This design comes from an exercise in tuning for small area on the open sky130 flow, not from production work.
In this exercise RTL edits were held to simulation tests only and were not proved equivalent to the original.
No driver is modelled on the clock port, so clocking that relies on it looks cheaper here than on a real chip.
Power figures rest on the tool's default switching activity, not on a simulated workload.

==> flow/design.v <==
module sstv_pixel (
    input   [11:0]  freq,
    output  [1:0] color
);
    wire gt1700 = (freq > 12'd1700);
    wire gt1900 = (freq > 12'd1900);
    wire gt2100 = (freq > 12'd2100);
    assign color[1] = gt1900;
    assign color[0] = gt2100 || (gt1700 && !gt1900);
endmodule
module sstv_cal (
    input   clk,
    input   reset,
    input   frame_active,
    input   [11:0] freq,
    output  reg cal_active,
    output  reg cal_ok
);
    localparam [1:0] ST_IDLE  = 2'd0;
    localparam [1:0] ST_LEAD_A = 2'd1;
    localparam [1:0] ST_BREAK = 2'd2;
    localparam [1:0] ST_LEAD_B = 2'd3;
    localparam [15-1:0] SEED     = 15'd1;
    localparam [15-1:0] C_LEADER = 15'd22506;   
    localparam [15-1:0] C_BREAK  = 15'd10815;   
    reg [1:0]     state;
    reg [1:0]     next_state;
    reg [15-1:0]    cnt;
    reg           cnt_past;
    wire f1900 = (freq == 12'd1900);
    wire f1200 = (freq == 12'd1200);
    wire in_break = (state == ST_BREAK);
    wire tone = in_break ? f1200 : ((state != ST_IDLE) && f1900);
    wire at_thr = in_break ? (cnt == C_BREAK) : (cnt == C_LEADER);
    wire cnt_ge = cnt_past || at_thr;
    always @(*) begin
        case (state)
            ST_IDLE:   next_state = (f1900 && !frame_active) ? ST_LEAD_A : ST_IDLE;
            ST_LEAD_A: next_state = f1900 ? ST_LEAD_A :
                                    ((f1200 && cnt_ge) ? ST_BREAK : ST_IDLE);
            ST_BREAK:  next_state = f1200 ? ST_BREAK :
                                    ((f1900 && cnt_ge) ? ST_LEAD_B : ST_IDLE);
            default:   next_state = f1900 ? ST_LEAD_B : ST_IDLE;
        endcase
    end
    always @(posedge clk) begin
        state    <= reset ? ST_IDLE : next_state;
        cnt      <= tone ? {cnt[15-2:0], cnt[14] ^ cnt[13]} : SEED;
        cnt_past <= tone && cnt_ge;
    end
    always @(posedge clk)
        if (reset) begin
            cal_active <= 1'b0;
            cal_ok     <= 1'b0;
        end else begin
            cal_active <= (state != ST_IDLE);
            if (state == ST_LEAD_A)
                cal_ok <= 1'b0;
            else if ((state == ST_LEAD_B) && !f1900)
                cal_ok <= cnt_ge;
        end
endmodule
module sstv_vis (
    input   clk,
    input   reset,
    input   [11:0]  freq,
    input   cal_ok,
    output  reg [6:0] vis_code,
    output  reg valid
);
    localparam [1:0] ST_IDLE = 2'd0;
    localparam [1:0] ST_SYNC = 2'd1;
    localparam [1:0] ST_RECV = 2'd2;
    localparam [1:0] ST_PAR  = 2'd3;
    localparam [12-1:0] SEED   = 12'd1;
    localparam [12-1:0] V_HALF = 12'd2884;   
    localparam [12-1:0] V_FULL = 12'd2502;   
    reg [1:0]  state;
    reg [1:0]  next_state;
    reg [12-1:0] cnt;
    reg [8:0]  sr;
    wire f1100 = (freq == 12'd1100);
    wire f1200 = (freq == 12'd1200);
    wire f1300 = (freq == 12'd1300);
    wire at_half = (cnt == V_HALF);
    wire at_full = (cnt == V_FULL);
    wire all_bits = sr[0];
    always @(*) begin
        case (state)
            ST_IDLE: next_state = (cal_ok && f1200) ? ST_SYNC : ST_IDLE;
            ST_SYNC: next_state = at_full ? (all_bits ? ST_PAR : ST_RECV) :
                                  ((at_half && !f1200) ? ST_IDLE : ST_SYNC);
            ST_RECV: next_state = at_half ? ((f1100 || f1300) ? ST_RECV : ST_IDLE) :
                                  ((all_bits && at_full) ? ST_SYNC : ST_RECV);
            default: next_state = cal_ok ? ST_PAR : ST_IDLE;
        endcase
    end
    wire cnt_step = (state == ST_IDLE) ? f1200 :
                    ((state != ST_PAR) && !at_full);
    always @(posedge clk) begin
        state <= reset ? ST_IDLE : next_state;
        cnt   <= cnt_step ? {cnt[12-2:0], cnt[11] ^ cnt[10]} : SEED;
        if (state == ST_IDLE)
            sr <= 9'h100;
        else if ((state == ST_RECV) && at_half)
            sr <= {f1100, sr[8:1]};
    end
    always @(posedge clk)
        if (reset) begin
            vis_code <= 7'd0;
            valid    <= 1'b0;
        end else if (state == ST_SYNC) begin
            valid    <= 1'b0;
        end else if ((state == ST_PAR) && !(^sr[8:1])) begin
            vis_code <= sr[7:1];
            valid    <= 1'b1;
        end
endmodule
module sstv #(
    parameter simulate = 1
)   (
    input clk,
    input reset,
    input [11:0] freq,
    output  reg vid_write,
    output  [14:0]  vid_addr,
    output  reg [1:0]   vid_pixel,
    output  [6:0]   vis_code,
    output  vis_valid
);
    wire cal_active;
    wire cal_ok;
    localparam [1:0] SSTV_IDLE  = 2'd0;
    localparam [1:0] SSTV_CAL   = 2'd1;
    localparam [1:0] SSTV_VIS   = 2'd2;
    localparam [1:0] SSTV_FRAME = 2'd3;
    reg [1:0]   sstv_state;
    reg [1:0]   next_sstv_state;
    reg [5:0]   delay_counter;
    reg [6:0]   sstv_row;    
    reg [7:0]   col_r;       
    reg         col_clr;
    wire [1:0]  pixel_data;
    wire f_hsync  = (freq == 12'd1200);
    wire f_pixel  = (freq >= 12'd1500) && (freq <= 12'd2300);
    wire frame    = (sstv_state == SSTV_FRAME);
    wire [7:0] col = col_clr ? 8'd0 : col_r;
    wire row_end  = &sstv_row[6:3];                           
    wire col_end  = col_r[7] && (&col_r[4:0]) && !col_clr;    
    wire dly_mid  = delay_counter[4] && !delay_counter[3] && !delay_counter[2] &&
                    !delay_counter[1] && delay_counter[0];    
    wire dly_end  = delay_counter[5] && delay_counter[1] && delay_counter[0];   
    always @(*)
        case (sstv_state)
            SSTV_IDLE:  next_sstv_state = cal_active ? SSTV_CAL : SSTV_IDLE;
            SSTV_CAL:   next_sstv_state = cal_active ? SSTV_CAL :
                                          (cal_ok ? SSTV_VIS : SSTV_IDLE);
            SSTV_VIS:   next_sstv_state = vis_valid ? SSTV_FRAME :
                                          (cal_ok ? SSTV_VIS : SSTV_IDLE);
            default:    next_sstv_state = ((!cal_active && !cal_ok) || row_end) ?
                                          SSTV_IDLE : SSTV_FRAME;
        endcase
    always @(posedge clk)
        sstv_state <= reset ? SSTV_IDLE : next_sstv_state;
    wire pix_step = frame && f_pixel;
    wire advance  = pix_step && dly_end;
    always @(posedge clk) begin
        if (reset || (sstv_state == SSTV_IDLE)) begin
            sstv_row  <= 7'd0;
            col_r     <= 8'd0;
            col_clr   <= 1'b0;
            vid_write <= 1'b0;
        end else if (frame) begin
            if (f_hsync) begin
                col_clr <= 1'b1;
                col_r   <= col;
            end else begin
                col_clr <= 1'b0;
                if (advance) begin
                    col_r    <= col_end ? 8'd0 : col + 8'd1;
                    sstv_row <= sstv_row + {6'd0, col_end};
                end else
                    col_r    <= col;
            end
            if (f_pixel)
                vid_write <= dly_mid;
        end
        if ((sstv_state == SSTV_IDLE) || (frame && f_hsync) || advance)
            delay_counter <= 6'd1;
        else if (pix_step)
            delay_counter <= delay_counter + 6'd1;
        if (pix_step && dly_mid)
            vid_pixel <= pixel_data;
    end
    assign vid_addr = {sstv_row, 7'd0} + {2'd0, sstv_row, 5'd0} + {7'd0, col_r};
    sstv_cal CAL (
        .clk(clk),
        .reset(reset),
        .frame_active(frame),
        .freq(freq),
        .cal_active(cal_active),
        .cal_ok(cal_ok)
    );
    sstv_vis VIS (
        .clk(clk),
        .reset(reset),
        .freq(freq),
        .cal_ok(cal_ok),
        .vis_code(vis_code),
        .valid(vis_valid)
    );
    sstv_pixel PIX (
        .freq(freq),
        .color(pixel_data)
    );
endmodule
==> flow/run.sh <==
#!/bin/bash
# synth_recipe.tcl (not shown) runs the flow's synth.tcl, then flattens the netlist and writes it again
# the make line also repeats each setting of config.mk as NAME=value (left out here)
make -C /OpenROAD-flow-scripts/flow DESIGN_CONFIG=/design/flow/config.mk WORK_HOME=/design/flow/orfs CLKGATE_MAP_FILE= SYNTH_SCRIPT=/design/flow/synth_recipe.tcl finish
==> flow/config.mk <==
export PLATFORM = sky130hd
export DESIGN_NAME = sstv
export DESIGN_NICKNAME = sstv
export VERILOG_FILES = /design/flow/design.v
export SDC_FILE = /design/flow/constraint.sdc
export NUM_CORES = 4
export LEC_CHECK = 0
export CAP_MARGIN = 20
export CORE_MARGIN = 2
export CORE_UTILIZATION = 40
export SLEW_MARGIN = 20
==> flow/constraint.sdc <==
create_clock -name core_clock -period 10.0 [get_ports {clk}]
set_input_delay 2.0000 -clock core_clock [delete_from_list [all_inputs] [get_ports {clk}]]
set_output_delay 2.0000 -clock core_clock [all_outputs]
set_load 0.01 [all_outputs]
==> results of run 1 <==
layout make-up:
type	instances	area, um2
fill	1004	5330
multi-input combinational	344	2390
sequential	78	1580
timing repair buffer	42	413
tap	136	170
clock buffer	10	138
clock inverter	6	116
inverter	13	48.8
power groups by stage:
stage	Combinational, mW	Sequential (mW)	Clock [mW]
2_1_floorplan	0.0165	0.321	0
3_3_place_gp	0.0259	0.322	0
3_5_place_dp	0.0262	0.322	0
4_1_cts	0.0263	0.314	0.306
5_1_grt	0.0293	0.315	0.319
6_report	0.0265	0.314	0.296
layer usage:
metal  share of wire  up-vias  wire (um)
li1                -     1702          -
met1            0.51     1566       4370
met2            0.45       50       3910
met3           0.030       10        256
met4           0.013        0        110
met5               0        -          0
worst max-delay path: stages (launching register included):
cell and delay [ns]:
dfxtp_1 0.49, fa_1 0.52, fa_1 0.47, a21o_1 0.19, a21oi_1 0.26, o21ai_0 0.12, nor2b_1 0.15, a21oi_1 0.12
clkdlybuf4s50_1 0.54
through the flow:
| step | util | std cells | setup WS (ns) | total power, mW |
|---|---|---|---|---|
| 4_1_cts | 0.477 | 629 | 4.77 | 0.646 |
| 2_1_floorplan | - | 458 | 5.79 | 0.337 |
| 3_3_place_gp | 0.452 | 613 | 5.21 | 0.348 |
| 3_5_place_dp | 0.452 | 613 | 5.17 | 0.348 |
| 5_1_grt | 0.477 | 629 | 4.62 | 0.664 |
| 6_report | 0.477 | 629 | 4.78 | 0.637 |
final timing paths:
check / startpoint / to / slack, ns / cells after the start
max: sstv_row[2] / vid_addr[12] / 4.78 / 8
min: VIS.cnt[0] / VIS.cnt[1] / 0.45 / 1
min reg2reg: VIS.cnt[0] / VIS.cnt[1] / 0.45 / 1
max reg2reg: VIS.cnt[10] / VIS.sr[4] / 7.58 / 7
synth_stat cells (12+ instances only):
| cell type | number | area share |
|---|---|---|
| dfxtp_1 | 76 | 0.37 |
| nor2_1 | 40 | 0.036 |
| nand2_1 | 31 | 0.028 |
| and2_1 | 28 | 0.042 |
| nand2b_1 | 23 | 0.035 |
| a21oi_1 | 21 | 0.025 |
| ha_1 | 18 | 0.054 |
| mux2i_1 | 18 | 0.044 |
| o21ai_0 | 17 | 0.021 |
| xnor2_1 | 14 | 0.030 |
| clkbuf_1 | 13 | 0.012 |
| inv_1 | 13 | 0.012 |
| nand3_1 | 12 | 0.015 |
kinds of logic (layout without fill, tap and decap cells):
family                   count (synthesis)  count (layout)
AO/OA/AOI/OAI                           80              80
XOR/XNOR                                18              18
adder cells (fa/ha/maj)                 20              20
buffers and inverters                   36              71
flip-flops                              78              78
multiplexers                            21              21
AND/OR/NAND/NOR                        205             205
registers in the layout, indices dropped and copies added, names as in the netlist:
| register | cells |
|---|---|
| CAL.cnt | 15 |
| VIS.cnt | 12 |
| VIS.sr | 9 |
| col_r | 8 |
| VIS.vis_code | 7 |
| sstv_row | 7 |
| delay_counter | 6 |
| CAL.state | 2 |
| VIS.state | 2 |
| sstv_state | 2 |
| vid_pixel | 2 |
| CAL.cal_active | 1 |
| CAL.cal_ok | 1 |
| CAL.cnt_past | 1 |
| VIS.valid | 1 |
| col_clr | 1 |
| vid_write | 1 |
==> notes.md, run 1 <==
* Final instance area at 4860 um2
* Portion of netlist area occupied by mux cells at 0.0526
* 1st-iter DRT viols at 155
* Final setup viols at 0
* Relative slew slack at 0.460
* Starting Density at 0.406
* Depth of the CTS H-tree at 3
* Worst-Skew Late Latency at 0.36 ns
* # clock sinks at 78
* Asr flop ratio synth at 0
* Synth Area in Simple Gates at 0.293
* Via density at 5.29
* WP data required at 8.00 ns
* Worst-margin pin slew at 0.804 ns
* Switching Fraction at 0.216
* Vias in the first global route at 3,108
* Post-Syn Area per Cell at 9.03 um2
* Cells after synthesis at 458
* Port Buf Inserts at 39
* Num CTS Buffers at 9
* Top_reg_cell synth: dfxtp_1
* WHS at 0.453 ns
* CTS Root Cell: clkbuf_8
* Pins Over Slew Limit at 0
* Router iterations before antenna repair at 4
* Critical Path Fanout Max at 7
* Worst clock skew at 0.00932 ns
* Worst vdd ir at 0.0675 mV
* Synth Area in XOR/XNOR at 0.0381
* Clock-pin slew on the worst setup and hold paths at 0.08 ns
* Clock buffer depth at 2
* Max Clock Freq at 0.192 GHz
* DRT Wirelength at 8640 um
* Gpl congestion at 0.803
* Adder-cell share of the synthesized area at 0.0641
* Post-synth EDFFs at 2
* CTS Hold Bufs at 0
* # DRC at 0
* Logic pwr share at 0.042
* Die W at 106 um
* N_diodes at 0
* Via Count at 3,328
* Synth-to-Final Area Change at 17.4%
* Synth cell types at 67
* Global-route wire length before repair at 14,700 um
* # nets final at 522
* Clk pwr share at 0.465
* Core area at 10,200 um2
* Synth warn at 3
* Remaining Overflow, GRT at 0
* Tcrit/Tclk final at 0.522
* Final min period at 5.22 ns
* NetSw at 0.138 mW
* Overall routing resource usage at 0.163
* Commonest non-fill, non-tap cell in the layout: dfxtp_1
* Register area share after synthesis at 0.382
* Hold crit path type: register to register
* Post-DP HPWL at 6210 um
* Global routing's busiest layer: met2
* Pwr Density at 131 nW/um2
* Status: no timing/DRC/antenna violations
* Setup_tns at 0 ns
* Sequential Power Share at 0.493
* Most frequent cells in the layout: dfxtp_1 (76), nor2_1 (40), clkdlybuf4s50_1 (39)
* Antenna violations before repair at 0
* Final Hold Viols at 0
* Largest family of logic cells by synthesized area: simple AND/OR/NAND/NOR gates
* GR Layer Usage met1 at 0.218
* Startpoint Class: register
* WS Path Type: register to output port
* I/O Pins at 40
* Post-Syn Area at 4140 um2
* Critical Path End Type: output port
* M2 GR Usage at 0.256
* Routed WL per cell at 13.7 um
* Max-cap violations at 0
* Postcts setup bufs at 0
* CTS tree: done
* Layout cells sized above 1 at 0.0649
* Lkg Pwr at 1.81 nW
* Chip height at 106 um
* RSZ-0062 raised after global routing: false
* Maximum number of pins on one net before global-route repair at 28
* Flops & latches, synth at 78
* Post-Syn Nets at 492
* Compound-gate portion of the synthesized area at 0.129
* Int Power at 0.499 mW
* Cts repair resizes at 0
* Placed cell area at 4600 um2
* Die area at 11,200 um2
* Post-DRT Antenna Nets at 0
* Row count at 37
* CP arrival at 3.22 ns
* Met3 Use GR at 0.0346
==> run 2, diff against run 1 <==
--- a/flow/design.v
+++ b/flow/design.v
@@ -81,2 +81,3 @@
     reg [8:0]  sr;
+    reg        par;      
     wire f1100 = (freq == 12'd1100);
@@ -106,2 +107,3 @@
             sr <= {f1100, sr[8:1]};
+        par <= (state != ST_IDLE) && (par ^ ((state == ST_RECV) && at_half && f1100));
     end
@@ -113,3 +115,3 @@
             valid    <= 1'b0;
-        end else if ((state == ST_PAR) && !(^sr[8:1])) begin
+        end else if ((state == ST_PAR) && !par) begin
             vis_code <= sr[7:1];
==> flow/flow/run.sh (new file) <==
#!/bin/bash
# Own layout flow: the standard flow (standard.sh) with
#  - no full/half-adder extraction before ABC (ADDER_MAP_FILE empty), and
#    ABC's combinational mapping run with an area script (flow/area.abc,
#    via flow/own_synth.tcl); registers are untouched,
#  - port buffers of the smallest buffer (buf_1) instead of clkdlybuf4s50_1,
#  - clock tree without dummy loads.
# standard.sh's full output goes to own_flow.log in this folder; ORFS's
# per-step logs stay under orfs/logs.
set -euo pipefail
W=$(pwd)
export OWN_WORK=$W
export OWN_ABC_SCRIPT=$W/flow/area.abc
bash "$W/standard.sh" \
  SYNTH_SCRIPT="$W/flow/own_synth.tcl" \
  ADDER_MAP_FILE= \
  "BUFFER_PORTS_ARGS=-buffer_cell sky130_fd_sc_hd__buf_1" \
  "CTS_ARGS=-sink_clustering_enable -repair_clock_nets -dont_use_dummy_load -buf_list {sky130_fd_sc_hd__clkbuf_4 sky130_fd_sc_hd__clkbuf_8}" \
  finish > "$W/own_flow.log" 2>&1
==> flow/flow/area.abc (new file) <==
strash
&get -n
&fraig -x
&put
scorr
dc2
strash
dch -f
amap
strash
dch -f
amap
strash
dch -f
amap
==> flow/flow/own_synth.tcl (new file) <==
# The standard synthesis (synth_recipe.tcl), with ABC's combinational mapping
# run with an area-oriented script (flow/area.abc) instead of ORFS's speed script.
# Registers are untouched: abc runs without -dff.
proc abc {args} {
  set i [lsearch $args -script]
  if {$i >= 0} { lset args [expr {$i + 1}] $::env(OWN_ABC_SCRIPT) }
  yosys abc {*}$args
}
source $::env(OWN_WORK)/synth_recipe.tcl
==> flow/standard.sh (new file) <==
#!/bin/bash
# synth_recipe.tcl (not shown) runs the flow's synth.tcl, then flattens the netlist and writes it again
# the make line also repeats each setting of config.mk as NAME=value (left out here)
make -C /OpenROAD-flow-scripts/flow DESIGN_CONFIG=/design/flow/config.mk WORK_HOME=/design/flow/orfs CLKGATE_MAP_FILE= SYNTH_SCRIPT=/design/flow/synth_recipe.tcl "${@:-finish}"
removed: flow/run.sh
==> notes.md, run 2 <==
* Worst vdd ir at 0.0575 mV (-15%)
* RR Endpoint: sstv_row[4]
* Critical path origin: sstv_row[0]
* CTS Hold Bufs at 0 (unchanged)
* Cells after synthesis at 444 (-3.1%)
* DRT Wirelength at 6910 um (-20%)
* Synth warn at 3 (unchanged)
* # clock sinks at 79 (+1.3%)
* Critical Path Fanout Max at 5 (-2)
* Row count at 33 (-11%)
* Synth cell types at 36 (-46%)
* Post-DRT Antenna Nets at 0 (unchanged)
* Router iterations before antenna repair at 4 (unchanged)
* Core area at 8180 um2 (-20%)
* Global-route wire length before repair at 11,800 um (-20%)
* Pwr Density at 135 nW/um2 (+3.1%)
* Port Buf Inserts at 39 (unchanged)
* # DRC at 0 (unchanged)
* Clock buffer depth at 2 (unchanged)
* Via density at 5.06 (-4.3%)
* CTS Root Cell: clkbuf_8
* Post-synth top cells: nor2_1 (106), dfxtp_1 (77), clkinv_1 (54), nand2_1 (39), a21oi_1 (28)
* RSZ-0062 raised after global routing: false
* Post-DP HPWL at 5210 um (-16%)
* Pins Over Slew Limit at 0 (unchanged)
* Postcts setup bufs at 0 (unchanged)
* Via Count at 3,003 (-9.8%)
* CP arrival at 2.94 ns (-0.28 ns)
* Die W at 95.6 um (-9.6%)
* Area leader, netlist: dfxtp_1
* Worst path buffer plus inverter count at 2 (+1)
* Post-Syn Area per Cell at 7.56 um2 (-16%)
* Vias in the first global route at 2,754 (-11%)
* Relative slew slack at 0.373 (-0.0863)
* Worst Setup Slack, final at 5.06 ns (+0.285 ns)
* Chip height at 95.6 um (-9.6%)
* Setup_tns at 0 ns (unchanged)
* Lkg Pwr at 1.14 nW (-37%)
* Pre-CTS setup slack at 4.82 ns (-0.345 ns)
* Reg2reg setup slack at 6.64 ns (-0.94 ns)
* WHS at 0.418 ns (-0.0348 ns)
* Layout cells sized above 1 at 0.0205 (-0.0444)
* Top_reg_cell synth: dfxtp_1
* Crit path cell chain: clkinv_1, o22ai_1, o22ai_1, o21ai_0, o21ai_0, nand2_1, o21ai_0, nand2_1, o21ai_0, nand2_1, o21ai_0, a21oi_1, nor2_1, a21oi_1, buf_1
* Slowest stage delay, CP at 0.39 ns (-0.15 ns)
* Depth of the CTS H-tree at 3 (unchanged)
* Stages on worst setup path at 15 (+7)
* I/O Pins at 40 (unchanged)
* Die area at 9140 um2 (-18%)
* Top-area cell type share of the netlist area at 0.459 (+0.0917)
* CTS tree: done
* Cell mode on critical path: o21ai_0
* Post-Layout Cell Count at 593 (-5.7%)
* Most frequent cells in the layout: nor2_1 (106), dfxtp_1 (77), clkinv_1 (54)
* N_diodes at 0 (unchanged)
* Gpl congestion at 0.823 (+2.4%)
* Top post-synthesis cells by area: dfxtp_1 (46%), nor2_1 (12%), clkinv_1 (6.0%)
* Clock-pin slew on the worst setup and hold paths at 0.08 ns (about the same)
* Final min period at 4.94 ns (-0.285 ns)
* Tcrit/Tclk final at 0.494 (-0.0285)
* Worst Setup EP: vid_addr[13]
* Startpoint Class: register
* Max-cap violations at 0 (unchanged)
* Max Clock Freq at 0.203 GHz (+5.8%)
* Biggest register: CAL.cnt
* Flops & latches, synth at 79 (+1.3%)
* FF-to-FF path depth at 18 (+11)
* 1st-iter DRT viols at 112 (-28%)
* Status: no timing/DRC/antenna violations
* WS Path Type: register to output port
* Final Hold Viols at 0 (unchanged)
* Critical Path End Type: output port
* Register area share after synthesis at 0.477 (+0.0950)
* Remaining Overflow, GRT at 0 (unchanged)
* Worst clock skew at 0.0190 ns (+0.00966 ns)
* Post-Syn Area at 3360 um2 (-19%)
* Starting Density at 0.410 (+0.00420)
* Worst-Skew Late Latency at 0.34 ns (-0.02 ns)
* Overall routing resource usage at 0.163 (-0.000333)
* # nets final at 504 (-3.4%)
* Top Family by Delay on Critical Path: compound AO/OA/AOI/OAI gates
* Hold crit path type: register to register
* WP data required at 8.00 ns (about the same)
* Dpl cells at 584 (-4.7%)
* Worst-margin pin slew at 0.933 ns (+0.129 ns)
* Top flop regs: CAL.cnt x15, VIS.cnt x12, VIS.sr x9
* Top-count cell post-synth: nor2_1
* Maximum number of pins on one net before global-route repair at 18 (-36%)
* Num CTS Buffers at 9 (unchanged)
* Synth-to-Final Area Change at 11.1%
* Pwr Total at 0.504 mW (-21%)
* Max FFs per register at 15 (unchanged)
* Asr flop ratio synth at 0 (unchanged)
* Antenna violations before repair at 0 (unchanged)
* Routed WL per cell at 11.7 um (-15%)
* Worst R2R Start: sstv_state[1]
* Commonest non-fill, non-tap cell in the layout: nor2_1
* Final setup viols at 0 (unchanged)
* CP max-delay cell: dfxtp_1
* Cts repair resizes at 0 (unchanged)
* Post-synth EDFFs at 2 (unchanged)
* Post-Syn Nets at 458 (-6.9%)
[run 2: how the worst min path moves through the flow]
stage	from	endpoint	slack [ns]	depth (start not counted)
4_1_cts	VIS.cnt[9]	VIS.cnt[10]	0.42	2
3_5_place_dp	CAL.cnt[3]	CAL.cnt[4]	0.42	2
2_1_floorplan	VIS.cnt[0]	VIS.cnt[1]	0.40	2
6_report	VIS.cnt[11]	VIS.cnt[0]	0.42	1
3_3_place_gp	CAL.cnt[3]	CAL.cnt[4]	0.41	2
5_1_grt	CAL.cnt[3]	CAL.cnt[4]	0.44	2
[run 2: kinds of logic after synthesis]
logic type             synth area share
AO/OA/AOI/OAI                     0.175
buffers and inverters            0.0716
flip-flops                        0.477
AND/OR/NAND/NOR                   0.277
[run 2: worst reg2reg max path, delay by kind of cell, from the launching register on]
| kind | cells | cell delay (ns) |
|---|---|---|
| buffers and inverters | 4 | 0.34 |
| and+or+nand+nor | 12 | 1.93 |
| DFF | 1 | 0.36 |
| AOI/OAI and AO/OA | 2 | 0.64 |
[run 2: stage by stage]
stage	utilization	instance area [um2]
CTS	0.456	3730
global placement	0.441	3600
floorplan	-	3360
finish	0.456	3730
detailed placement	0.441	3600
global route	0.456	3730
[run 2: power breakdown]
group	total [mW]	switching, mW	leakage (nW)	internal (mW)
combinational	0.0109	0.00736	0.442	0.00355
sequential	0.316	0.00000188	0.638	0.316
clock	0.178	0.0973	0.0647	0.0803
[run 2: cell type report]
class | count | area (um2)
multi-input combinational | 306 | 1510
timing repair buffer | 40 | 154
clock buffer | 9 | 124
fill | 845 | 4450
sequential | 79 | 1600
inverter | 54 | 203
tap | 105 | 131
[run 2: layer usage]
metal  GRT usage  wire, um  part of all wire
met3      0.0253       300             0.043
met5           0         0                 0
met2       0.268      3080              0.45
met1       0.210      3440              0.50
met4      0.0726        92             0.013
==> run 3, diff against run 2 <==
--- a/flow/design.v
+++ b/flow/design.v
@@ -22,5 +22,5 @@
     localparam [1:0] ST_LEAD_B = 2'd3;
-    localparam [15-1:0] SEED     = 15'd1;
-    localparam [15-1:0] C_LEADER = 15'd22506;   
-    localparam [15-1:0] C_BREAK  = 15'd10815;   
+    localparam [15-1:0] SEED     = 15'd23726;   
+    localparam [15-1:0] C_LEADER = 15'd32703;   
+    localparam [15-1:0] C_BREAK  = 15'd24511;   
     reg [1:0]     state;
@@ -74,5 +74,5 @@
     localparam [1:0] ST_PAR  = 2'd3;
-    localparam [12-1:0] SEED   = 12'd1;
-    localparam [12-1:0] V_HALF = 12'd2884;   
-    localparam [12-1:0] V_FULL = 12'd2502;   
+    localparam [12-1:0] SEED   = 12'd3505;   
+    localparam [12-1:0] V_HALF = 12'd4081;   
+    localparam [12-1:0] V_FULL = 12'd3839;   
     reg [1:0]  state;
==> flow/flow/run.sh (replaced) <==
#!/bin/bash
# Own layout flow: the standard flow (standard.sh) with
#  - no full/half-adder extraction before ABC (ADDER_MAP_FILE empty), and
#    ABC's combinational mapping run with an area script (with &deepsyn) (flow/area.abc,
#    via flow/own_synth.tcl); registers are untouched,
#  - port buffers of the smallest buffer (buf_1) instead of clkdlybuf4s50_1,
#  - clock tree of clkbuf_4 cells without dummy loads; flow/post_cts.tcl
#    upsizes any clock buffer whose flip-flop clock pins see a large slew.
# standard.sh's full output goes to own_flow.log in this folder; ORFS's
# per-step logs stay under orfs/logs.
set -euo pipefail
W=$(pwd)
export OWN_WORK=$W
export OWN_ABC_SCRIPT=$W/flow/area.abc
bash "$W/standard.sh" \
  SYNTH_SCRIPT="$W/flow/own_synth.tcl" \
  ADDER_MAP_FILE= \
  "BUFFER_PORTS_ARGS=-buffer_cell sky130_fd_sc_hd__buf_1" \
  "CTS_ARGS=-sink_clustering_enable -repair_clock_nets -dont_use_dummy_load -buf_list sky130_fd_sc_hd__clkbuf_4" \
  POST_CTS_TCL="$W/flow/post_cts.tcl" \
  finish > "$W/own_flow.log" 2>&1
--- a/flow/flow/area.abc
+++ b/flow/flow/area.abc
@@ -6,2 +6,5 @@
 dc2
+&get -n
+&deepsyn -T 60
+&put
 strash
==> flow/flow/post_cts.tcl (new file) <==
estimate_parasitics -placement
set changed 1
set rounds 0
while {$changed && $rounds < 4} {
  set changed 0
  incr rounds
  set seen {}
  foreach pin [get_pins -hierarchical */CLK] {
    set s [get_property $pin slew_max]
    if {$s <= 0.100} { continue }
    set net [get_nets -of_objects $pin]
    foreach drv [get_pins -of_objects $net -filter "direction == output"] {
      set inst [get_cells -of_objects $drv]
      set name [get_full_name $inst]
      if {[lsearch $seen $name] >= 0} { continue }
      lappend seen $name
      set ref [get_property $inst ref_name]
      set up ""
      if {$ref eq "sky130_fd_sc_hd__clkbuf_2"} { set up sky130_fd_sc_hd__clkbuf_4 }
      if {$ref eq "sky130_fd_sc_hd__clkbuf_4"} { set up sky130_fd_sc_hd__clkbuf_8 }
      if {$ref eq "sky130_fd_sc_hd__clkbuf_8"} { set up sky130_fd_sc_hd__clkbuf_16 }
      if {$up ne ""} {
        puts "post_cts: $name $ref -> $up (clock pin slew [format %.3f $s] ns)"
        replace_cell $inst $up
        set changed 1
      }
    }
  }
  estimate_parasitics -placement
}
detailed_placement
check_placement -verbose
--- a/flow/config.mk
+++ b/flow/config.mk
@@ -9,3 +9,3 @@
 export CORE_MARGIN = 2
-export CORE_UTILIZATION = 40
+export CORE_UTILIZATION = 60
 export SLEW_MARGIN = 20
==> notes.md, run 3 <==
* Status: no timing/DRC/antenna violations
* Synth cell types at 36 (unchanged)
* Post-Syn Area per Cell at 7.86 um2 (+4.0%)
* Post-synth top cells: nor2_1 (80), dfxtp_1 (77), clkinv_1 (61), nand2_1 (30), nor3_1 (22)
* Critical Path Fanout Max at 5 (unchanged)
* Top flop regs: CAL.cnt x15, VIS.cnt x12, VIS.sr x9
* WS Path Type: primary input to register
* Worst clock skew at 0.0222 ns (+0.00326 ns)
* Slowest stage delay, CP at 0.27 ns (-0.12 ns)
* Cells after synthesis at 413 (-7.0%)
* Tcrit/Tclk final at 0.540 (+0.0468)
* Placed cell area at 3450 um2 (-4.3%)
* Via density at 5.26 (+3.9%)
* 1st-iter DRT viols at 128 (+14%)
* Final setup viols at 0 (unchanged)
* Relative slew slack at 0.462 (+0.0886)
* # nets final at 473 (-6.2%)
* Clock-pin slew on the worst setup and hold paths at 0.09 ns (about the same)
* Overall routing resource usage at 0.215 (+0.0528)
* Synth warn at 3 (unchanged)
* Remaining Overflow, GRT at 0 (unchanged)
* Top-count cell post-synth: nor2_1
* Synth-to-Final Area Change at 9.33%
* Most frequent cells in the layout: nor2_1 (80), dfxtp_1 (77), clkinv_1 (61)
* # clock sinks at 79 (unchanged)
* Routed WL per cell at 11.2 um (-3.9%)
* Register area share after synthesis at 0.493 (+0.0162)
* Post-DP HPWL at 4530 um (-13%)
* Worst-Skew Late Latency at 0.40 ns (+0.06 ns)
* Top_reg_cell synth: dfxtp_1
* DRT Wirelength at 5910 um (-15%)
* Pwr Density at 135 nW/um2 (-0.32%)
* Asr flop ratio synth at 0 (unchanged)
* Router iterations before antenna repair at 5 (+1)
* Die W at 77.6 um (-19%)
* Core area at 5170 um2 (-37%)
* Final Hold Viols at 0 (unchanged)
* CP max-delay cell: and3_1
* Max Clock Freq at 0.185 GHz (-8.7%)
* Top post-synthesis cells by area: dfxtp_1 (47%), nor2_1 (9.3%), clkinv_1 (7.1%)
* Cell mode on critical path: nand2_1
* Post-synth EDFFs at 2 (unchanged)
* Post-Syn Area at 3250 um2 (-3.3%)
* Post-DRT Antenna Nets at 0 (unchanged)
* Commonest non-fill, non-tap cell in the layout: nor2_1
* Maximum number of pins on one net before global-route repair at 17 (-1)
* Row count at 26 (-21%)
* Global-route wire length before repair at 10,600 um (-11%)
* Layout cells sized above 1 at 0.0219 (+0.00139)
* RSZ-0062 raised after global routing: false
* Die area at 6010 um2 (-34%)
* Max-cap violations at 0 (unchanged)
* Final instance area at 3550 um2 (-4.8%)
* Worst vdd ir at 0.0944 mV (+64%)
* Starting Density at 0.627 (+0.217)
* Final min period at 5.40 ns (+0.468 ns)
* Port Buf Inserts at 39 (unchanged)
* Chip height at 77.6 um (-19%)
* Post-Syn Nets at 427 (-6.8%)
* Vias in the first global route at 2,592 (-5.9%)
* Setup_tns at 0 ns (unchanged)
* Gpl congestion at 0.894 (+8.6%)
* CP arrival at 5.70 ns (+2.76 ns)
* Pins Over Slew Limit at 0 (unchanged)
* Biggest register: CAL.cnt
* N_diodes at 0 (unchanged)
* Lkg Pwr at 1.14 nW (-0.47%)
* WP data required at 10.29 ns (+2.29 ns)
* Via Count at 2,774 (-7.6%)
* Startpoint Class: primary input
* Critical Path End Type: register
* Max FFs per register at 15 (unchanged)
* Antenna violations before repair at 0 (unchanged)
* I/O Pins at 40 (unchanged)
* Flops & latches, synth at 79 (unchanged)
* Top-area cell type share of the netlist area at 0.475 (+0.0156)
* Worst-margin pin slew at 0.799 ns (-0.134 ns)
* # DRC at 0 (unchanged)
* CTS tree: done
* Hold crit path type: register to register
* Pwr Total at 0.479 mW (-5.1%)
* Area leader, netlist: dfxtp_1
## run 3: changes by cell type after synthesis, moves of 3 or more
cell / change
nor2_1: -26
clkinv_1: +7
nor4_1: -4
a31oi_1: -4
or2_0: +15
a211oi_1: +3
and2_0: +3
nand2_1: -9
o21a_1: -5
a21oi_1: -12
nor2b_1: -4
## run 3: worst max-delay path: cells and delay by family
family,cells,cell delay (ns)
compound gates,4,0.91
buf+inv,7,0.62
simple gates,15,2.19
## run 3: power by group
part / switching (mW) / total [mW] / internal [mW] / leakage (nW)
clock: 0.0896 / 0.153 / 0.0629 / 0.0544
sequential: 0.0000144 / 0.316 / 0.316 / 0.639
combinational: 0.00714 / 0.0104 / 0.00325 / 0.446
## run 3: path summary, 6_finish.rpt
check             slack [ns]     endpoint  cells after the start     startpoint
setup reg to reg        6.65  sstv_row[6]                     21  sstv_state[0]
setup / recovery        4.60  sstv_row[6]                     26        freq[2]
hold / removal          0.43   CAL.cnt[3]                      1     CAL.cnt[2]
hold reg to reg         0.43   CAL.cnt[3]                      1     CAL.cnt[2]
## run 3: per-stage QoR
stage	utilization	setup WS, ns	hold slack, ns	std cells
finish	0.686	4.60	0.429	527
global route	0.686	4.10	0.431	527
detailed placement	0.667	4.25	0.430	518
global placement	0.667	4.44	0.425	518
floorplan	-	4.84	0.409	413
## run 3: logic make-up after synthesis
logic type      share of synthesized area
flops                               0.493
buf+inv                            0.0821
compound gates                      0.156
simple gates                        0.269
## run 3: cell type report
class | instances | area, um2
clock buffers | 9 | 98.8
flip-flops and latches | 79 | 1600
well taps | 70 | 87.6
repair buffers | 40 | 154
fillers | 452 | 1620
multi-input cells | 268 | 1380
inverters | 61 | 229
## run 3: routing by layer
layer  up-vias  part of all wire  track usage
li1       1491                 -            -
met5         -                 0            0
met1      1220              0.49        0.277
met2        55              0.45        0.352
met3         8             0.038       0.0453
met4         0             0.014       0.0911
==> run 4, diff against run 3 <==
--- a/flow/config.mk
+++ b/flow/config.mk
@@ -9,3 +9,3 @@
 export CORE_MARGIN = 2
-export CORE_UTILIZATION = 60
+export CORE_UTILIZATION = 75
 export SLEW_MARGIN = 20
==> notes.md, run 4 <==
* I/O Pins at 40 (unchanged)
* Post-Syn Area at 3250 um2 (unchanged)
* Area leader, netlist: dfxtp_1
* Hold crit path type: register to register
* Post-synth EDFFs at 2 (unchanged)
* Row count at 23 (-12%)
* Max-cap violations at 0 (unchanged)
* DRT Wirelength at 6440 um (+9.1%)
* RSZ-0062 raised after global routing: false
* # DRC at 0 (unchanged)
* Final min period at 5.44 ns (+0.0383 ns)
* Overall routing resource usage at 0.281 (+0.0660)
* Post-DRT Antenna Nets at 0 (unchanged)
* Antenna violations before repair at 0 (unchanged)
* Register area share after synthesis at 0.493 (unchanged)
* Via density at 5.76 (+9.5%)
* Worst hold path depth at 1 (unchanged)
* Maximum number of pins on one net before global-route repair at 17 (unchanged)
* Post-Syn Nets at 427 (unchanged)
* Setup_tns at 0 ns (unchanged)
* Tcrit/Tclk final at 0.544 (+0.00383)
* Synth warn at 3 (unchanged)
* Top-area cell type share of the netlist area at 0.475 (unchanged)
* Die area at 4870 um2 (-19%)
* Top post-synthesis cells by area: dfxtp_1 (47%), nor2_1 (9.3%), clkinv_1 (7.1%)
* Pwr Density at 134 nW/um2 (-0.67%)
* Status: no timing/DRC/antenna violations
* Post-Syn Area per Cell at 7.86 um2 (unchanged)
* Pins Over Slew Limit at 0 (unchanged)
* Starting Density at 0.794 (+0.167)
* # nets final at 473 (unchanged)
* FF-to-FF path depth at 21 (unchanged)
* Worst-margin pin slew at 0.834 ns (+0.0349 ns)
* Die W at 69.8 um (-10%)
* Critical Path Fanout Max at 5 (unchanged)
* Top_reg_cell synth: dfxtp_1
* Chip height at 69.8 um (-10%)
* Lkg Pwr at 1.13 nW (-0.45%)
* Layout cells sized above 1 at 0.0219 (unchanged)
* Core area at 4090 um2 (-21%)
* Final Util at 0.859 (+0.173)
* Pre-CTS setup slack at 4.19 ns (-0.0588 ns)
* 1st-iter DRT viols at 170 (+33%)
* Worst vdd ir at 0.125 mV (+32%)
* Max Clock Freq at 0.184 GHz (-0.70%)
* Port Buf Inserts at 39 (unchanged)
* CP arrival at 5.75 ns (+0.05 ns)
* Post-DP HPWL at 4870 um (+7.5%)
* Worst clock skew at 0.0172 ns (-0.00506 ns)
* Top flop regs: CAL.cnt x15, VIS.cnt x12, VIS.sr x9
* Flops & latches, synth at 79 (unchanged)
* Commonest non-fill, non-tap cell in the layout: nor2_1
* Top-count cell post-synth: nor2_1
* Post-synth top cells: nor2_1 (80), dfxtp_1 (77), clkinv_1 (61), nand2_1 (30), nor3_1 (22)
* Relative slew slack at 0.442 (-0.0197)
* N_diodes at 0 (unchanged)
* Startpoint Class: primary input
* Global-route wire length before repair at 11,100 um (+5.6%)
* Biggest register: CAL.cnt
* Remaining Overflow, GRT at 0 (unchanged)
* Routed WL per cell at 12.7 um (+13%)
* WS Path Type: primary input to register
* Clock-pin slew on the worst setup and hold paths at 0.09 ns (about the same)
* Worst-Skew Late Latency at 0.40 ns (about the same)
* Worst Setup Slack, final at 4.56 ns (-0.0383 ns)
* Cells after synthesis at 413 (unchanged)
* # clock sinks at 79 (unchanged)
* Synth-to-Final Area Change at 8.17%
* Asr flop ratio synth at 0 (unchanged)
* Gpl congestion at 0.830 (-7.2%)
* Most frequent cells in the layout: nor2_1 (80), dfxtp_1 (77), clkinv_1 (61)
* Max FFs per register at 15 (unchanged)
* Via Count at 2,922 (+5.3%)
* Final Hold Viols at 0 (unchanged)
* Synth cell types at 36 (unchanged)
* Critical Path End Type: register
* Vias in the first global route at 2,641 (+1.9%)
* Final setup viols at 0 (unchanged)
* WP data required at 10.31 ns (+0.02 ns)
* CTS tree: done
* Router iterations before antenna repair at 4 (-1)
-- run 4: cell families (layout without fill, tap and decap cells) --
family / count (synthesis) / after routing / share of synthesized area
compound gates: 80 / 80 / 0.156
buf+inv: 66 / 110 / 0.0821
flops: 79 / 79 / 0.493
simple gates: 188 / 188 / 0.269
-- run 4: final timing paths --
check	to	slack [ns]	from
min	CAL.cnt[12]	0.44	CAL.cnt[11]
min reg2reg	CAL.cnt[12]	0.44	CAL.cnt[11]
max	sstv_row[6]	4.56	freq[2]
max reg2reg	sstv_row[6]	6.56	sstv_state[0]
-- run 4: area by class of cell --
type / instances / area, um2
Clock buffer: 9 / 86.3
Fill cell: 254 / 576
Inverter: 61 / 229
Multi-Input combinational cell: 268 / 1380
Sequential cell: 79 / 1600
Tap cell: 50 / 62.6
Timing Repair Buffer: 40 / 154
-- run 4: per-stage QoR --
step	hold slack [ns]	power, mW	instance area (um2)	instances
final	0.436	0.470	3510	507
after global routing	0.465	0.485	3510	507
after detailed placement	0.434	0.334	3420	498
after global placement	0.425	0.333	3420	498
after floorplan	0.409	0.328	3250	413
-- run 4: metal layers --
metal / vias up / track usage / part of all wire
met4: 0 / 0.109 / 0.018
met2: 106 / 0.478 / 0.48
met3: 13 / 0.0581 / 0.062
met1: 1309 / 0.350 / 0.44
li1: 1494 / - / -
met5: - / 0 / 0
-- run 4: critical path, stage by stage --
cell	delay, ns
buf_1	0.10
clkinv_1	0.10
nor2_1	0.14
clkinv_1	0.10
o21ai_0	0.25
clkinv_1	0.11
o32ai_1	0.22
o21ai_0	0.15
clkinv_1	0.08
nand2_1	0.08
clkinv_1	0.08
nand2_1	0.09
clkinv_1	0.09
nand2_1	0.07
nor2_1	0.16
and2_0	0.22
and2_0	0.20
and3_1	0.25
nand2_1	0.11
nor2_1	0.16
nand2_1	0.11
nor2_1	0.17
nand2_1	0.11
nor2_1	0.18
nand2_1	0.12
a221oi_1	0.29
-- run 4: power by group --
part	internal, mW	switching (mW)
Sequential	0.316	0.0000142
Clock	0.0545	0.0894
Combinational	0.00324	0.00768
==> run 5, diff against run 4 <==
--- a/flow/config.mk
+++ b/flow/config.mk
@@ -9,3 +9,3 @@
 export CORE_MARGIN = 2
-export CORE_UTILIZATION = 75
+export CORE_UTILIZATION = 40
 export SLEW_MARGIN = 20
==> notes.md, run 5 <==
* Hold crit path type: register to register
* WHS at 0.427 ns (-0.00865 ns)
* Post-Syn Area per Cell at 8.16 um2 (+3.8%)
* Worst-Skew Late Latency at 0.42 ns (+0.02 ns)
* Flops & latches, synth at 79 (unchanged)
* Int Power at 0.382 mW (+2.4%)
* Synth warn at 3 (unchanged)
* Pre-CTS setup slack at 4.40 ns (+0.207 ns)
* RSZ-0062 raised after global routing: false
* Post-Layout Cell Count at 538 (+6.1%)
* Max Used Layer: met4
* Maximum number of pins on one net before global-route repair at 16 (-1)
* WS Path Type: register to output port
* Worst Setup Slack, final at 4.72 ns (+0.165 ns)
* Worst vdd ir at 0.0712 mV (-43%)
* Top flop regs: CAL.cnt x15, VIS.cnt x12, VIS.sr x9
* Post-Syn Nets at 407 (-4.7%)
* Global-route wire length before repair at 10,800 um (-3.5%)
* Setup_tns at 0 ns (unchanged)
* Antenna violations before repair at 0 (unchanged)
* Met3 Wirelength at 282 um (-30%)
* Pins Over Slew Limit at 0 (unchanged)
* Worst path buffer plus inverter count at 2 (-5)
* Sequential Power Share at 0.654 (-0.017)
* Port Buf Inserts at 39 (unchanged)
* Crit path cell chain: nor2_1, a21oi_1, nand2_1, a21oi_1, a21oi_1, o21ai_0, or2_0, o21ai_0, nand2_1, o21ai_0, o311ai_0, clkinv_1, o22ai_1, buf_1
* DRT Wirelength at 6260 um (-2.8%)
* Via density at 4.98 (-14%)
* Logic pwr share at 0.024 (about the same)
* Post-DRT Antenna Nets at 0 (unchanged)
* Clk pwr share at 0.322 (+0.016)
* Post-synth EDFFs at 2 (unchanged)
* Remaining Overflow, GRT at 0 (unchanged)
* Cells after synthesis at 393 (-4.8%)
* Overall routing resource usage at 0.153 (-0.129)
* Register area share after synthesis at 0.500 (+0.00616)
* Routed WL per cell at 11.6 um (-8.4%)
* Post-Syn Area at 3210 um2 (-1.2%)
* Pwr Total at 0.483 mW (+2.8%)
* Final min period at 5.28 ns (-0.165 ns)
* Core area at 7730 um2 (+89%)
* Clock-pin slew on the worst setup and hold paths at 0.10 ns (about the same)
* Switching Fraction at 0.209 (+0.00262)
* Top-area cell type share of the netlist area at 0.481 (+0.00593)
* Slowest stage delay, CP at 0.52 ns (+0.23 ns)
* Pwr Density at 137 nW/um2 (+1.9%)
* NetSw at 0.101 mW (+4.1%)
* Area leader, netlist: dfxtp_1
* Router iterations before antenna repair at 4 (unchanged)
* Worst clock skew at 0.0258 ns (+0.00865 ns)
* Dpl cells at 529 (+6.2%)
* Commonest non-fill, non-tap cell in the layout: dfxtp_1
* CP arrival at 3.28 ns (-2.47 ns)
* Tcrit/Tclk final at 0.528 (-0.0165)
* Max FFs per register at 15 (unchanged)
* Relative slew slack at 0.421 (-0.0209)
* Top-count cell post-synth: dfxtp_1
* Final setup viols at 0 (unchanged)
* 1st-iter DRT viols at 112 (-34%)
* # clock sinks at 79 (unchanged)
* Top Family by Delay on Critical Path: compound AO/OA/AOI/OAI gates
* # DRC at 0 (unchanged)
* Worst-margin pin slew at 0.859 ns (+0.0254 ns)
* Starting Density at 0.415 (-0.379)
* Max-cap violations at 0 (unchanged)
* Placed cell area at 3440 um2 (+0.51%)
* Lkg Pwr at 1.09 nW (-4.3%)
* Final Hold Viols at 0 (unchanged)
* WP data required at 8.00 ns (-2.31 ns)
* Asr flop ratio synth at 0 (unchanged)
* Max Clock Freq at 0.190 GHz (+3.1%)
* Post-synth top cells: dfxtp_1 (77), clkinv_1 (57), nor2_1 (56), nand2_1 (31), o21ai_0 (22)
* CTS tree: done
* N_diodes at 0 (unchanged)
* Top_reg_cell synth: dfxtp_1
* Final instance area at 3540 um2 (+0.86%)
* Die area at 8750 um2 (+80%)
* Die W at 93.5 um (+34%)
* I/O Pins at 40 (unchanged)
* Layout cells sized above 1 at 0.0206 (-0.00124)
* # nets final at 452 (-4.4%)
* Final Util at 0.458 (-0.401)
* Critical Path End Type: output port
* CP max-delay cell: o311ai_0
* Startpoint Class: register
* Row count at 32 (+39%)
* Metal2 WL at 2750 um (-10%)
* Critical Path Fanout Max at 8 (+3)
* Synth-to-Final Area Change at 10.5%
* Most frequent cells in the layout: dfxtp_1 (77), clkinv_1 (57), nor2_1 (56)
* Biggest register: CAL.cnt
* Vias in the first global route at 2,491 (-5.7%)
* Synth cell types at 37 (+2.8%)
* Via Count at 2,677 (-8.4%)
* Gpl congestion at 0.917 (+11%)
* Post-DP HPWL at 4760 um (-2.3%)
* Length of routed wiring on met1 at 3080 um (+7.8%)
* Top post-synthesis cells by area: dfxtp_1 (48%), clkinv_1 (6.7%), nor2_1 (6.6%)
* Chip height at 93.5 um (+34%)
* Status: no timing/DRC/antenna violations
-- run 5: worst register-to-register path, delay by kind of cell (launching register included) --
| family | cells | cell delay (ns) |
|---|---|---|
| flops | 1 | 0.42 |
| buf+inv | 2 | 0.21 |
| simple gates | 15 | 2.44 |
| compound gates | 2 | 0.43 |
-- run 5: metal layers --
| metal | vias to the layer above | GRT usage |
|---|---|---|
| met5 | - | 0 |
| met1 | 1170 | 0.195 |
| li1 | 1451 | - |
| met3 | 15 | 0.0363 |
| met2 | 41 | 0.236 |
| met4 | 0 | 0.0895 |
-- run 5: power by group through the flow --
stage	clock [mW]	combinational, mW	sequential, mW
after floorplan	0	0.00587	0.323
after global placement	0	0.0113	0.323
after detailed placement	0	0.0112	0.323
after global routing	0.172	0.0128	0.316
final	0.156	0.0114	0.316
-- run 5: cell families (layout without fill, tap and decap cells) --
kind of cell    Yosys count  count (layout)  synth area share
simple gates            158             158             0.236
compound gates           94              94             0.186
flops                    79              79             0.500
buf+inv                  62             105            0.0785
-- run 5: layout make-up --
class,count,area (um2)
repair buffers,39,146
well taps,102,128
multi-input cells,252,1350
clock buffers,9,98.8
fillers,766,4190
flip-flops and latches,79,1600
inverters,57,214
-- run 5: path summary, 6_finish.rpt --
path,to,depth (start not counted),slack (ns),startpoint
max,vid_addr[12],14,4.72,sstv_row[1]
min,VIS.cnt[1],2,0.43,VIS.cnt[0]
max reg2reg,sstv_row[6],19,6.40,sstv_state[0]
min reg2reg,VIS.cnt[1],2,0.43,VIS.cnt[0]
==> run 6, diff against run 5 <==
--- a/flow/flow/post_cts.tcl
+++ b/flow/flow/post_cts.tcl
@@ -9,3 +9,3 @@
     set s [get_property $pin slew_max]
-    if {$s <= 0.100} { continue }
+    if {$s <= 0.112} { continue }
     set net [get_nets -of_objects $pin]
==> notes.md, run 6 <==
* Maximum number of pins on one net before global-route repair at 16 (unchanged)
* Cells after synthesis at 393 (unchanged)
* Clk pwr share at 0.308 (-0.014)
* Post-DRT Antenna Nets at 0 (unchanged)
* Top flop regs: CAL.cnt x15, VIS.cnt x12, VIS.sr x9
* # DRC at 0 (unchanged)
* Top_reg_cell synth: dfxtp_1
* Final setup viols at 0 (unchanged)
* NetSw at 0.0993 mW (-1.7%)
* Row count at 32 (unchanged)
* Multi-input logic area at 1350 um2 (unchanged)
* Crit path cell chain: nor2_1, a21oi_1, nand2_1, a21oi_1, a21oi_1, o21ai_0, or2_0, o21ai_0, nand2_1, o21ai_0, o311ai_0, clkinv_1, o22ai_1, buf_1
* Top Family by Delay on Critical Path: compound AO/OA/AOI/OAI gates
* Relative slew slack at 0.420 (-0.00128)
* Worst clock skew at 0.0344 ns (+0.00853 ns)
* Critical Path End Type: output port
* Core area at 7730 um2 (unchanged)
* Clock-pin slew on the worst setup and hold paths at 0.11 ns (about the same)
* Asr flop ratio synth at 0 (unchanged)
* Post-Syn Area per Cell at 8.16 um2 (unchanged)
* Layout cells sized above 1 at 0.0206 (unchanged)
* Post-Syn Nets at 407 (unchanged)
* Slowest stage delay, CP at 0.52 ns (about the same)
* DRT Wirelength at 6240 um (-0.30%)
* Logic pwr share at 0.024 (about the same)
* Final Hold Viols at 0 (unchanged)
* Vias in the first global route at 2,491 (unchanged)
* Worst path buffer plus inverter count at 2 (unchanged)
* Register area share after synthesis at 0.500 (unchanged)
* Routed WL per cell at 11.6 um (-0.30%)
* Area leader, netlist: dfxtp_1
* Via Count at 2,680 (+0.11%)
* Die W at 93.5 um (unchanged)
* Starting Density at 0.415 (unchanged)
* CP max-delay cell: o311ai_0
* N_diodes at 0 (unchanged)
* Post-synth top cells: dfxtp_1 (77), clkinv_1 (57), nor2_1 (56), nand2_1 (31), o21ai_0 (22)
* WHS at 0.402 ns (-0.0254 ns)
* Max Clock Freq at 0.190 GHz (+0.43%)
* Status: no timing/DRC/antenna violations
* Post-Syn Area at 3210 um2 (unchanged)
* Pwr Density at 134 nW/um2 (-1.7%)
* Max-cap violations at 0 (unchanged)
* Final min period at 5.25 ns (-0.0225 ns)
* Metal2 WL at 2740 um (-0.44%)
* CP arrival at 3.25 ns (-0.03 ns)
* Router iterations before antenna repair at 4 (unchanged)
* Setup_tns at 0 ns (unchanged)
* Port Buf Inserts at 39 (unchanged)
* Tcrit/Tclk final at 0.525 (-0.00225)
* Top-count cell post-synth: dfxtp_1
* Met3 Wirelength at 296 um (+5.0%)
* Critical Path Fanout Max at 8 (unchanged)
* RSZ-0062 raised after global routing: false
* Synth warn at 3 (unchanged)
* Commonest non-fill, non-tap cell in the layout: dfxtp_1
* Worst vdd ir at 0.0673 mV (-5.6%)
* Area occupied by registers at 1600 um2 (unchanged)
* Layout fillers at 769 (+0.39%)
* Die area at 8750 um2 (unchanged)
* Synth-to-Final Area Change at 10.1%
* WP data required at 8.00 ns (about the same)
* Max Used Layer: met4
* CTS tree: done
* Via density at 4.98 (+0.11%)
* Biggest register: CAL.cnt
* Post-synth EDFFs at 2 (unchanged)
* WS Path Type: register to output port
* Startpoint Class: register
* # nets final at 452 (unchanged)
* Synth cell types at 37 (unchanged)
* Worst-margin pin slew at 0.861 ns (+0.00190 ns)
* Top post-synthesis cells by area: dfxtp_1 (48%), clkinv_1 (6.7%), nor2_1 (6.6%)
* Hold crit path type: register to register
* Switching Fraction at 0.210 (+0.000889)
* Top-area cell type share of the netlist area at 0.481 (unchanged)
* Lkg Pwr at 1.08 nW (-0.48%)
* Flops & latches, synth at 79 (unchanged)
* Remaining Overflow, GRT at 0 (unchanged)
* Length of routed wiring on met1 at 3060 um (-0.75%)
* Most frequent cells in the layout: dfxtp_1 (77), clkinv_1 (57), nor2_1 (56)
* Int Power at 0.374 mW (-2.2%)
* Max FFs per register at 15 (unchanged)
* Overall routing resource usage at 0.153 (unchanged)
* Sequential Power Share at 0.668 (+0.014)
* I/O Pins at 40 (unchanged)
* Post-DP HPWL at 4760 um (unchanged)
* Gpl congestion at 0.917 (unchanged)
* Global-route wire length before repair at 10,800 um (unchanged)
* Antenna violations before repair at 0 (unchanged)
* # clock sinks at 79 (unchanged)
* Pins Over Slew Limit at 0 (unchanged)
* Worst-Skew Late Latency at 0.41 ns (about the same)
* Chip height at 93.5 um (unchanged)
* 1st-iter DRT viols at 98 (-13%)
run 6: cells by family (layout without fill, tap and decap cells):
group	count (synthesis)	after routing	synth area share
compound gates	94	94	0.186
buf+inv	62	105	0.0785
flops	79	79	0.500
simple gates	158	158	0.236
run 6: path summary, 6_finish.rpt:
kind                       from  slack (ns)           end  depth (start not counted)
setup / recovery    sstv_row[1]        4.75  vid_addr[12]                         14
hold / removal       VIS.cnt[1]        0.40    VIS.cnt[2]                          2
setup reg to reg  sstv_state[0]        6.39   sstv_row[6]                         19
hold reg to reg      VIS.cnt[1]        0.40    VIS.cnt[2]                          2
run 6: area by class of cell:
cell class,count,area share
Sequential cell,79,0.454
Multi-Input combinational cell,252,0.383
Inverter,57,0.0606
Timing Repair Buffer,39,0.0415
Tap cell,102,0.0362
Clock buffer,9,0.0245
run 6: stage by stage:
stage | area [um2] | utilization | total power [mW] | cells | worst slack (ns)
global route | 3530 | 0.457 | 0.492 | 538 | 4.15
floorplan | 3210 | - | 0.329 | 393 | 5.01
finish | 3530 | 0.457 | 0.473 | 538 | 4.75
global placement | 3440 | 0.445 | 0.335 | 529 | 4.57
detailed placement | 3440 | 0.445 | 0.335 | 529 | 4.40
run 6: power by group through the flow:
| stage | sequential [mW] | combinational, mW | clock (mW) |
|---|---|---|---|
| 2_1_floorplan | 0.323 | 0.00587 | 0 |
| 3_3_place_gp | 0.323 | 0.0113 | 0 |
| 3_5_place_dp | 0.323 | 0.0112 | 0 |
| 5_1_grt | 0.316 | 0.0128 | 0.163 |
| 6_report | 0.316 | 0.0114 | 0.146 |
run 6: tightest hold or removal path, stage by stage (launching register included):
cell and delay [ns]:
dfxtp_1 0.30, clkinv_1 0.05, nor2_1 0.04
run 6: layer usage:
| metal | vias to the layer above | track usage |
|---|---|---|
| met5 | - | 0 |
| met2 | 47 | 0.236 |
| met1 | 1164 | 0.195 |
| met3 | 15 | 0.0363 |
| met4 | 0 | 0.0895 |
| li1 | 1454 | - |
==> run 7, diff against run 6 <==
--- a/flow/design.v
+++ b/flow/design.v
@@ -143,3 +143,2 @@
     reg [7:0]   col_r;       
-    reg         col_clr;
     wire [1:0]  pixel_data;
@@ -148,2 +147,3 @@
     wire frame    = (sstv_state == SSTV_FRAME);
+    wire col_clr  = (delay_counter == 6'd0);
     wire [7:0] col = col_clr ? 8'd0 : col_r;
@@ -172,3 +172,2 @@
             col_r     <= 8'd0;
-            col_clr   <= 1'b0;
             vid_write <= 1'b0;
@@ -176,6 +175,4 @@
             if (f_hsync) begin
-                col_clr <= 1'b1;
                 col_r   <= col;
             end else begin
-                col_clr <= 1'b0;
                 if (advance) begin
@@ -189,6 +186,8 @@
         end
-        if ((sstv_state == SSTV_IDLE) || (frame && f_hsync) || advance)
+        if (frame && f_hsync)
+            delay_counter <= 6'd0;
+        else if ((sstv_state == SSTV_IDLE) || advance)
             delay_counter <= 6'd1;
         else if (pix_step)
-            delay_counter <= delay_counter + 6'd1;
+            delay_counter <= {delay_counter[5:1], delay_counter[0] | col_clr} + 6'd1;
         if (pix_step && dly_mid)
--- a/flow/config.mk
+++ b/flow/config.mk
@@ -9,3 +9,3 @@
 export CORE_MARGIN = 2
-export CORE_UTILIZATION = 40
+export CORE_UTILIZATION = 30
 export SLEW_MARGIN = 20
==> notes.md, run 7 <==
* Port Buf Inserts at 39 (unchanged)
* # nets final at 463 (+2.4%)
* CP arrival at 3.31 ns (+0.06 ns)
* Clock-pin slew on the worst setup and hold paths at 0.10 ns (about the same)
* CTS tree: done
* Post-Syn Nets at 417 (+2.5%)
* Via density at 4.73 (-5.1%)
* Router iterations before antenna repair at 5 (+1)
* Sequential Power Share at 0.670 (+0.002)
* Chip height at 107 um (+15%)
* Startpoint Class: register
* Switching Fraction at 0.215 (+0.00468)
* DRT Wirelength at 6610 um (+5.8%)
* Synth warn at 3 (unchanged)
* Lkg Pwr at 1.13 nW (+4.6%)
* Post-DP HPWL at 5000 um (+5.0%)
* Register area share after synthesis at 0.494 (-0.00547)
* Final Hold Viols at 0 (unchanged)
* Tcrit/Tclk final at 0.531 (+0.00533)
* Die W at 107 um (+15%)
* Most frequent cells in the layout: dfxtp_1 (76), nor2_1 (73), clkinv_1 (60)
* Top flop regs: CAL.cnt x15, VIS.cnt x12, VIS.sr x9
* Synth cell types at 35 (-5.4%)
* Gpl congestion at 0.856 (-6.7%)
* Relative slew slack at 0.328 (-0.0920)
* Pins Over Slew Limit at 0 (unchanged)
* Setup_tns at 0 ns (unchanged)
* Hold path startpoint: CAL.cnt[8]
* WS Path Type: register to output port
* Logic pwr share at 0.024 (about the same)
* Commonest non-fill, non-tap cell in the layout: dfxtp_1
* Critical path origin: col_r[5]
* Worst R2R Start: sstv_state[0]
* Cell mode on critical path: nand2_1
* Biggest register: CAL.cnt
* Worst-Skew Late Latency at 0.41 ns (about the same)
* Final setup viols at 0 (unchanged)
* Max Clock Freq at 0.188 GHz (-1.0%)
* Cells after synthesis at 403 (+2.5%)
* NetSw at 0.0998 mW (+0.47%)
* Flops & latches, synth at 78 (-1.3%)
* Pwr Density at 130 nW/um2 (-2.8%)
* I/O Pins at 40 (unchanged)
* Core area at 10,300 um2 (+34%)
* Overall routing resource usage at 0.118 (-0.0350)
* Antenna violations before repair at 0 (unchanged)
* Asr flop ratio synth at 0 (unchanged)
* 1st-iter DRT viols at 104 (+6.1%)
* Global-route wire length before repair at 10,900 um (+1.3%)
* Reg2reg setup slack at 6.63 ns (+0.24 ns)
* Int Power at 0.365 mW (-2.3%)
* Top-area cell type share of the netlist area at 0.475 (-0.00550)
* WHS at 0.408 ns (+0.00619 ns)
* # clock sinks at 78 (-1.3%)
* Dpl cells at 574 (+8.5%)
* Area leader, netlist: dfxtp_1
* Hold crit path type: register to register
* Die area at 11,500 um2 (+32%)
* Routed WL per cell at 11.3 um (-2.4%)
* Top Family by Delay on Critical Path: simple AND/OR/NAND/NOR gates
* Pwr Total at 0.465 mW (-1.7%)
* Worst path buffer plus inverter count at 3 (+1)
* Top_reg_cell synth: dfxtp_1
* Crit path cell chain: clkinv_1, nor2_1, clkinv_1, nand2_1, nand2_1, nor2_1, a31oi_1, o21ai_0, nand2_1, o21ai_0, nor2_1, a21oi_1, nand2_1, and3_1, o22ai_1, and2_0, nor2_1, nand2_1, nand2_1, a21oi_1, buf_1
* Row count at 37 (+16%)
* Max FFs per register at 15 (unchanged)
* # DRC at 0 (unchanged)
* Clk pwr share at 0.306 (-0.002)
* Slowest stage delay, CP at 0.36 ns (-0.16 ns)
* Placed cell area at 3490 um2 (+1.3%)
* Layout cells sized above 1 at 0.0224 (+0.00173)
* Top post-synthesis cells by area: dfxtp_1 (48%), nor2_1 (8.6%), clkinv_1 (7.0%)
* Post-synth EDFFs at 2 (unchanged)
* Post-synth top cells: dfxtp_1 (76), nor2_1 (73), clkinv_1 (60), nand2_1 (32), o21ai_0 (27)
* Max-cap violations at 0 (unchanged)
* CP max-delay cell: dfxtp_1
* Via Count at 2,755 (+2.8%)
* Vias in the first global route at 2,491 (unchanged)
* Post-DRT Antenna Nets at 0 (unchanged)
* Final min period at 5.31 ns (+0.0533 ns)
* Post-Syn Area per Cell at 7.94 um2 (-2.6%)
* Critical Path Fanout Max at 3 (-5)
* Top-count cell post-synth: dfxtp_1
* Layout fillers at 1,098 (+43%)
* Final instance area at 3570 um2 (+1.1%)
* Worst clock skew at 0.0254 ns (-0.00893 ns)
* RSZ-0062 raised after global routing: false
* Worst vdd ir at 0.0449 mV (-33%)
* Maximum number of pins on one net before global-route repair at 17 (+1)
* Post-Layout Cell Count at 583 (+8.4%)
* Remaining Overflow, GRT at 0 (unchanged)
* Worst-margin pin slew at 1.01 ns (+0.147 ns)
* N_diodes at 0 (unchanged)
* Critical Path End Type: output port
* Starting Density at 0.310 (-0.105)
* WP data required at 8.00 ns (about the same)
* Post-Syn Area at 3200 um2 (-0.16%)
* Status: no timing/DRC/antenna violations
* Synth-to-Final Area Change at 11.5%
## run 7: cell count changes after synthesis, sizes merged, moves of 4 or more
cell,delta
nor2,+17
nand3,-5
o21ai,+5
a21oi,-4
o22ai,-4
## run 7: power groups by stage
stage	combinational, mW	clock [mW]	sequential, mW
3_3_place_gp	0.0106	0	0.319
2_1_floorplan	0.00538	0	0.319
6_report	0.0111	0.142	0.312
3_5_place_dp	0.0108	0	0.319
5_1_grt	0.0123	0.162	0.312
## run 7: worst min-delay path, stage by stage, from the launching register on
cell and delay (ns):
dfxtp_1 0.31, clkinv_1 0.05, nor2_1 0.04
## run 7: area by class of cell
class	instances	area (um2)	area share
Multi-Input combinational cell	260	1360	0.380
Inverter	60	225	0.0631
Timing Repair Buffer	40	154	0.0431
Tap cell	136	170	0.0477
Clock buffer	9	80.1	0.0224
Sequential cell	78	1580	0.443
## run 7: worst paths after layout
kind                                      to  cells after the start
worst max-delay path            vid_addr[13]                     21
worst min-delay path              CAL.cnt[9]                      2
worst max register to register   sstv_row[6]                     19
worst min register to register    CAL.cnt[9]                      2
## run 7: per-layer routing
layer | vias to the layer above | track usage | routed length, um
met1 | 1208 | 0.144 | 3190
met3 | 20 | 0.0333 | 363
met5 | - | 0 | 0
met4 | 0 | 0.0529 | 135
li1 | 1461 | - | -
met2 | 66 | 0.193 | 2920
## run 7: stage by stage
stage | utilization | setup slack [ns]
final | 0.346 | 4.69
after global routing | 0.346 | 4.28
after detailed placement | 0.338 | 4.49
after global placement | 0.338 | 4.62
after floorplan | - | 5.02
## run 7: cell families (layout without fill, tap and decap cells)
kind of cell / after synthesis / in the layout / synth area share
AO/OA/AOI/OAI: 92 / 92 / 0.182
buffers and inverters: 65 / 109 / 0.0821
flip-flops: 78 / 78 / 0.494
AND/OR/NAND/NOR: 168 / 168 / 0.242

separate check: timing with driven ports:
No port has a modelled driver above. Below, the same layouts with a new extraction and two added sets of constraints. Step 1 sets driving cells, clkbuf_16 on the clock port and buf_2 on the other inputs (assumed; they add their load-dependent delay and slew). Step 2 moves the port delays by t, midway between the first and last clock arrival at a register: inputs arrive t later, outputs are due t later. That takes back most of the time a late clock gives input paths. Slacks: no drivers / after step 1 / after step 2; pairs: no drivers / after step 1.
| run | t, ns | setup WS [ns] | worst slew at a driven data input, ns |
|---|---|---|---|
| run 1 | 0.385 | 4.780 / 4.746 / 5.131 | 0.03 |
| run 2 | 0.367 | 5.065 / 5.036 / 4.792 | 0.04 |
| run 3 | 0.416 | 4.597 / 4.599 / 4.182 | 0.03 |
| run 4 | 0.420 | 4.558 / 4.564 / 4.143 | 0.03 |
| run 5 | 0.430 | 4.724 / 4.697 / 4.347 | 0.04 |
| run 6 | 0.423 | 4.746 / 4.719 / 4.329 | 0.04 |
| run 7 | 0.427 | 4.693 / 4.665 / 4.488 | 0.05 |
After both steps every run listed still meets setup and hold. For run 6, which loses most, drivers alone change the setup slack by -0.027 ns; drivers and shift together by -0.417 ns.
